Background: an optimization exercise with open tools, aiming at small area. Do not read the settings as production practice. The RTL was checked by simulation tests, not by an equivalence proof against the original design.

==> job 2488 <==
==> flow/design.v <==
module maze_display(
    input              clk,
    input      [15:0]  cmd,
    input      [9:0]   pixel_x,
    input      [9:0]   pixel_y,
    input              maze_done,
    output     [7:0]   pixel_color
);
    function [3:0] wmask(input integer c, input integer r);
        begin
            wmask = 4'b1111;
            if (r == 0) wmask[0] = 1'b0;
            if (r == 4) wmask[2] = 1'b0;
            if (c == 2) wmask[3] = 1'b0;
            if (c == 3) wmask[1] = 1'b0;
        end
    endfunction
    reg [2:0] colr [0:19];
    reg [3:0] wall [0:19];
    wire [2:0] code = cmd[10:8];
    genvar gc, gr;
    generate
        for (gr = 0; gr < 5; gr = gr + 1) begin : row
            for (gc = 0; gc < 4; gc = gc + 1) begin : col
                wire we = (cmd[15:14] == gc) && (cmd[13:11] == gr);
                always @(posedge clk)
                    if (we && code != 3'd7) colr[gr*4+gc] <= code;
                always @(posedge clk)
                    if (we) wall[gr*4+gc] <= cmd[7:4];
            end
        end
    endgenerate
    wire [3:0] bx = pixel_x[9:6];
    wire [3:0] by = pixel_y[9:6];
    wire [5:0] xl = pixel_x[5:0];
    wire [5:0] yl = pixel_y[5:0];
    wire bx0 = (bx == 4'd0), bx1 = (bx == 4'd1), bx2 = (bx == 4'd2), bx3 = (bx == 4'd3);
    wire bx4 = (bx == 4'd4), bx6 = (bx == 4'd6);
    wire by0 = (by == 4'd0), by1 = (by == 4'd1), by2 = (by == 4'd2), by3 = (by == 4'd3);
    wire by4 = (by == 4'd4), by5 = (by == 4'd5);
    wire xl0   = (xl == 6'd0);
    wire xlle4 = (xl[5:3] == 3'd0) && !(xl[2] && (xl[1] || xl[0]));
    wire xlge60 = (xl[5:2] == 4'hF);
    wire yl0   = (yl == 6'd0);
    wire ylle4 = (yl[5:3] == 3'd0) && !(yl[2] && (yl[1] || yl[0]));
    wire ylge60 = (yl[5:2] == 4'hF);
    wire x64  = bx1 && xl0;
    wire x128 = bx2 && xl0;
    wire y128 = by2 && yl0;
    wire y192 = by3 && yl0;
    wire xlt65  = bx0 || x64;
    wire xlt128 = bx0 || bx1;
    wire xlt129 = xlt128 || x128;
    wire ymid1 = by1 || by2 || y192;            
    wire ymid2 = (by2 && !yl0) || y192;         
    wire sc0 = bx0 || (x64 && ymid1);
    wire sc1 = (bx1 && !(x64 && ymid1)) || (x128 && ymid2);
    wire sc2 = bx2 && !(x128 && ymid2);
    wire sc3 = bx3;
    wire y128a = y128 && !(!xlt65 && xlt128);   
    wire yq = y128a || (y192 && xlt129);        
    wire r0 = by0;
    wire r1 = by1 || y128a;
    wire r2 = (by2 && !y128a) || (y192 && xlt129);
    wire r3 = by3 && !(y192 && xlt129);
    wire r4 = by4;
    wire [3:0] sc = {sc3, sc2, sc1, sc0};
    wire [4:0] rr = {r4, r3, r2, r1, r0};
    localparam [7:0] MAPC = {2'd3, 2'd0, 2'd1, 2'd2};
    reg [2:0] mc;
    reg [3:0] mw;
    integer i, j;
    always @* begin
        mc = 3'd0;
        mw = 4'd0;
        for (j = 0; j < 5; j = j + 1)
            for (i = 0; i < 4; i = i + 1)
                if (rr[j] && sc[i]) begin
                    mc = mc | colr[j*4 + MAPC[2*i +: 2]];
                    mw = mw | (wall[j*4 + MAPC[2*i +: 2]] & wmask(MAPC[2*i +: 2], j));
                end
    end
    wire incell = (|rr) && (|sc);
    wire dN = ylle4 && !yq;
    wire dS = ylge60 || yq;
    wire dE = (xlge60 && !((y128 || y192) && xlt65))
            || (x64 && ymid1 && !y128 && !y192)
            || (x128 && ymid2);
    wire dW = xlle4 && !(x128 && ymid2) && !(y128 && bx3);
    wire hit = (dN && mw[0]) || (dE && mw[1]) || (dS && mw[2]) || (dW && mw[3]);
    wire ylt5 = by0 || by1 || by2 || by3 || by4;
    wire xle256 = bx0 || bx1 || bx2 || bx3 || (bx4 && xl0);
    wire ww = (bx0 && xlle4 && (ylt5 || (by5 && yl0)))
           || (((bx3 && xl[5:1] == 5'h1F) || (bx4 && xl[5:2] == 4'd0 && !(xl[1] && xl[0])))
               && !(by0 && yl[5:2] == 4'd0) && (by0 || by1 || by2 || by3 || (by4 && !(yl[5:1] == 5'h1F))))
           || (xle256 && ((by0 && ylle4) || (by4 && yl[5:1] == 5'h1F) || (by5 && yl0)));
    wire dn = bx6 && (by2 || y192);
    reg [2:0] k;
    reg       z;
    always @(posedge clk) begin
        z <= !(ww || incell || (dn && maze_done));
        k <= (ww || hit) ? 3'd2 : (incell ? mc : 3'd7);
    end
    reg [7:0] pc;
    always @* begin
        case (k)
            3'd0: pc = 8'hFF;
            3'd1: pc = 8'hFC;
            3'd2: pc = 8'h88;
            3'd3: pc = 8'hE0;
            3'd4: pc = 8'h1C;
            3'd5: pc = 8'h03;
            3'd6: pc = 8'h3E;
            default: pc = 8'hE8;
        endcase
    end
    assign pixel_color = z ? 8'h00 : pc;
endmodule
==> flow/flow/run.sh <==
#!/bin/bash
# Own layout flow: the standard flow (standard.sh) with
#  - synthesis: the standard script, but ABC maps the logic for area (flow/synth.tcl);
#  - port buffers: the smallest buffer (buf_1) instead of the default choice;
#  - clock tree: small clock buffers and no dummy loads.
# Each step's full output goes to a log file in the work folder.
set -euo pipefail
W=$PWD
F=$W/flow
export MY_ABC_SCRIPTS="$F/a_amap2.abc $F/a_mapa.abc $F/a_nfa.abc"
bash standard.sh SYNTH_SCRIPT=$F/synth.tcl synth > $W/log_synth.txt 2>&1
bash standard.sh SYNTH_SCRIPT=$F/synth.tcl \
  BUFFER_PORTS_ARGS="-buffer_cell sky130_fd_sc_hd__buf_1" \
  CTS_ARGS="-sink_clustering_enable -repair_clock_nets -dont_use_dummy_load -buf_list {sky130_fd_sc_hd__clkbuf_2 sky130_fd_sc_hd__clkbuf_4}" \
  finish > $W/log_layout.txt 2>&1
==> flow/flow/a_amap2.abc <==
strash
balance
rewrite
refactor
balance
rewrite
rewrite -z
balance
refactor -z
rewrite -z
balance
balance
rewrite
refactor
balance
rewrite
rewrite -z
balance
refactor -z
rewrite -z
balance
dch -f
amap
==> flow/flow/a_mapa.abc <==
strash
dch -f
map -a
==> flow/flow/a_nfa.abc <==
&get -n
&st
&dch -f
&nf -R 1000
&put
==> flow/flow/synth.tcl <==
# synth_recipe.tcl (the standard synthesis) with one change: the ABC step maps the
# combinational logic with each script in MY_ABC_SCRIPTS and keeps the smallest result.
# Flip-flops are mapped by dfflibmap before ABC runs, so their cells and names are the
# standard synthesis's.
proc synth {args} { yosys synth -nofsm -noshare {*}$args }
proc abc {args} {
  set i [lsearch -exact $args -script]
  set libs {}
  foreach lib $::env(LIB_FILES) { append libs "-liberty $lib " }
  set best ""; set bestarea 1e18
  yosys design -save preabc
  foreach s $::env(MY_ABC_SCRIPTS) {
    yosys design -load preabc
    set a2 [lreplace $args [expr {$i+1}] [expr {$i+1}] $s]
    if {[catch {yosys abc {*}$a2} err]} { puts "MYABC $s failed"; continue }
    yosys opt_clean -purge
    set st [yosys tee -q -s result.string stat {*}$libs]
    if {![regexp {Chip area for module '\\[^']*': ([0-9.]+)} $st -> area]} { continue }
    puts "MYABC $s area $area"
    if {$area < $bestarea} { set bestarea $area; set best $s }
  }
  puts "MYABC best $best $bestarea"
  yosys design -load preabc
  set a2 [lreplace $args [expr {$i+1}] [expr {$i+1}] $best]
  yosys abc {*}$a2
}
source $::env(SCRIPTS_DIR)/synth.tcl
# left out here: clear keep_hierarchy, flatten, clean up, hide names made inside functions, write 1_2_yosys.v
==> flow/standard.sh <==
#!/bin/bash
# synth_recipe.tcl (not shown) runs the flow's synth.tcl, then flattens the netlist and writes it again
# the make line also repeats each setting of config.mk as NAME=value (left out here)
make -C /OpenROAD-flow-scripts/flow DESIGN_CONFIG=/design/flow/config.mk WORK_HOME=/design/flow/orfs CLKGATE_MAP_FILE= SYNTH_SCRIPT=/design/flow/synth_recipe.tcl "${@:-finish}"
==> flow/config.mk <==
export PLATFORM = sky130hd
export DESIGN_NAME = maze_display
export DESIGN_NICKNAME = maze_display
export VERILOG_FILES = /design/flow/design.v
export SDC_FILE = /design/flow/constraint.sdc
export NUM_CORES = 4
export LEC_CHECK = 0
export CAP_MARGIN = 20
export CORE_MARGIN = 2
export CORE_UTILIZATION = 40
export SLEW_MARGIN = 20
==> flow/constraint.sdc <==
create_clock -name core_clock -period 10.0 [get_ports {clk}]
set_input_delay 2.0000 -clock core_clock [delete_from_list [all_inputs] [get_ports {clk}]]
set_output_delay 2.0000 -clock core_clock [all_outputs]
set_load 0.01 [all_outputs]
==> inputs of job 6422, as changes to job 2488 <==
==> flow/design.v (replaced) <==
module maze_display(
    input              clk,
    input      [15:0]  cmd,
    input      [9:0]   pixel_x,
    input      [9:0]   pixel_y,
    input              maze_done,
    output     [7:0]   pixel_color
);
    function [3:0] wmask(input integer c, input integer r);
        begin
            wmask = 4'b1111;
            if (r == 0) wmask[0] = 1'b0;
            if (r == 4) wmask[2] = 1'b0;
            if (c == 2) wmask[3] = 1'b0;
            if (c == 3) wmask[1] = 1'b0;
        end
    endfunction
    reg [2:0] colr [0:19];
    reg [3:0] wall [0:19];
    wire [2:0] code = cmd[10:8];
    genvar gc, gr;
    generate
        for (gr = 0; gr < 5; gr = gr + 1) begin : row
            for (gc = 0; gc < 4; gc = gc + 1) begin : col
                wire we = (cmd[15:14] == gc) && (cmd[13:11] == gr);
                always @(posedge clk)
                    if (we && code != 3'd7) colr[gr*4+gc] <= code;
                always @(posedge clk)
                    if (we) wall[gr*4+gc] <= cmd[7:4];
            end
        end
    endgenerate
    wire [9:0] x = pixel_x;
    wire [9:0] y = pixel_y;
    wire [5:0] xl = x[5:0];
    wire [5:0] yl = y[5:0];
    wire x64  = (x == 10'd64);
    wire x128 = (x == 10'd128);
    wire y128 = (y == 10'd128);
    wire y192 = (y == 10'd192);
    wire xlt65  = (x < 10'd65);
    wire xlt128 = (x < 10'd128);
    wire xlt129 = (x < 10'd129);
    wire ymid1 = (y >= 10'd64)  && (y < 10'd193);    
    wire ymid2 = (y >= 10'd129) && (y < 10'd193);    
    wire sc0 = (x < 10'd64) || (x64 && ymid1);
    wire sc1 = (x > 10'd64 && x < 10'd128) || (x64 && !ymid1) || (x128 && ymid2);
    wire sc2 = (x > 10'd128 && x < 10'd192) || (x128 && !ymid2);
    wire sc3 = (x >= 10'd192) && (x < 10'd257);
    wire y128a = y128 && (xlt65 || !xlt128);    
    wire y128b = y128 && !xlt65 && xlt128;      
    wire r0 = (y < 10'd64);
    wire r1 = (y >= 10'd64 && y < 10'd128) || y128a;
    wire r2 = (y > 10'd128 && y < 10'd192) || y128b || (y192 && xlt129);
    wire r3 = (y > 10'd192 && y < 10'd256) || (y192 && !xlt129);
    wire r4 = (y >= 10'd256) && (y < 10'd318);
    wire [3:0] sc = {sc3, sc2, sc1, sc0};
    wire [4:0] rr = {r4, r3, r2, r1, r0};
    localparam [7:0] MAPC = {2'd3, 2'd0, 2'd1, 2'd2};
    reg [2:0] mc;
    reg [3:0] mw;
    integer i, j;
    always @* begin
        mc = 3'd0;
        mw = 4'd0;
        for (j = 0; j < 5; j = j + 1)
            for (i = 0; i < 4; i = i + 1)
                if (rr[j] && sc[i]) begin
                    mc = mc | colr[j*4 + MAPC[2*i +: 2]];
                    mw = mw | (wall[j*4 + MAPC[2*i +: 2]] & wmask(MAPC[2*i +: 2], j));
                end
    end
    wire incell = (|rr) && (|sc);
    wire yq = y128a || (y192 && xlt129);
    wire dN = (yl <= 6'd4) && !yq;
    wire dS = (yl >= 6'd60) || yq;
    wire dE = ((xl >= 6'd60) && !((y128 || y192) && xlt65))
            || (x64 && ymid1 && !y128 && !y192)
            || (x128 && ymid2);
    wire dW = (xl <= 6'd4) && !(x128 && ymid2) && !(y128 && x >= 10'd192);
    wire hit = (dN && mw[0]) || (dE && mw[1]) || (dS && mw[2]) || (dW && mw[3]);
    wire ww = (x <= 10'd4 && y <= 10'd320)
           || (x >= 10'd254 && x <= 10'd258 && y >= 10'd4 && y <= 10'd317)
           || (x <= 10'd256 && y <= 10'd4)
           || (x <= 10'd256 && y >= 10'd318 && y <= 10'd320);
    wire dn = (x >= 10'd384) && (x < 10'd448) && (y >= 10'd128) && (y <= 10'd192);
    reg [2:0] k;
    reg       z;
    always @(posedge clk) begin
        z <= !(ww || incell || (dn && maze_done));
        k <= (ww || hit) ? 3'd2 : (incell ? mc : 3'd7);
    end
    reg [7:0] pc;
    always @* begin
        case (k)
            3'd0: pc = 8'hFF;
            3'd1: pc = 8'hFC;
            3'd2: pc = 8'h88;
            3'd3: pc = 8'hE0;
            3'd4: pc = 8'h1C;
            3'd5: pc = 8'h03;
            3'd6: pc = 8'h3E;
            default: pc = 8'hE8;
        endcase
    end
    assign pixel_color = z ? 8'h00 : pc;
endmodule
==> flow/run.sh (new file) <==
#!/bin/bash
# synth_recipe.tcl (not shown) runs the flow's synth.tcl, then flattens the netlist and writes it again
# the make line also repeats each setting of config.mk as NAME=value (left out here)
make -C /OpenROAD-flow-scripts/flow DESIGN_CONFIG=/design/flow/config.mk WORK_HOME=/design/flow/orfs CLKGATE_MAP_FILE= SYNTH_SCRIPT=/design/flow/synth_recipe.tcl finish
removed: flow/flow/run.sh
removed: flow/flow/a_amap2.abc
removed: flow/flow/a_mapa.abc
removed: flow/flow/a_nfa.abc
removed: flow/flow/synth.tcl
removed: flow/standard.sh
==> results.txt <==
Status: no timing/DRC/antenna violations
Synth Area in Compound Gates: 16.02%
Simple logic cell fraction of the synthesized area: 15.25%
CP peak stage delay: 0.96 ns
Sequential area share after synthesis: 66.12%
the above is filed under job 6422

==> results.txt <==
Status: no timing/DRC/antenna violations
CP peak stage delay: 0.49 ns
Sequential area share after synthesis: 72.80%
Simple logic cell fraction of the synthesized area: 13.07%
Synth Area in Compound Gates: 12.24%
the above is filed under job 2488

[port drivers added, routing unchanged]
No port has a modelled driver above. Below, the same layouts with a new extraction and two added sets of constraints. Step 1 sets driving cells, clkbuf_16 on the clock port and buf_2 on the other inputs (assumed; they add their load-dependent delay and slew). Step 2 adds t to the input delays and takes it off the output delays; t is the mean of the earliest and latest rising clock arrival at the registers after step 1. Input paths then give back, and output paths get back, about the clock's delay inside the block. Slacks: ideal / step 1 / step 2; pairs: ideal / step 1.
run	t, ns	slack for setup (ns)	worst hold slack (ns)	worst setup path after step 2	worst data-port slew with drivers (ns)
job 2488	0.538	4.447 / 4.459 / 3.921	0.520 / 0.520 / 0.520	input to register	0.03
job 6422	0.453	4.221 / 4.239 / 3.787	0.764 / 0.764 / 0.764	input to register	0.04
After both steps setup and hold are still met in every run listed. For job 2488, which loses most, drivers alone change the setup slack by +0.012 ns; drivers and shift together by -0.526 ns.
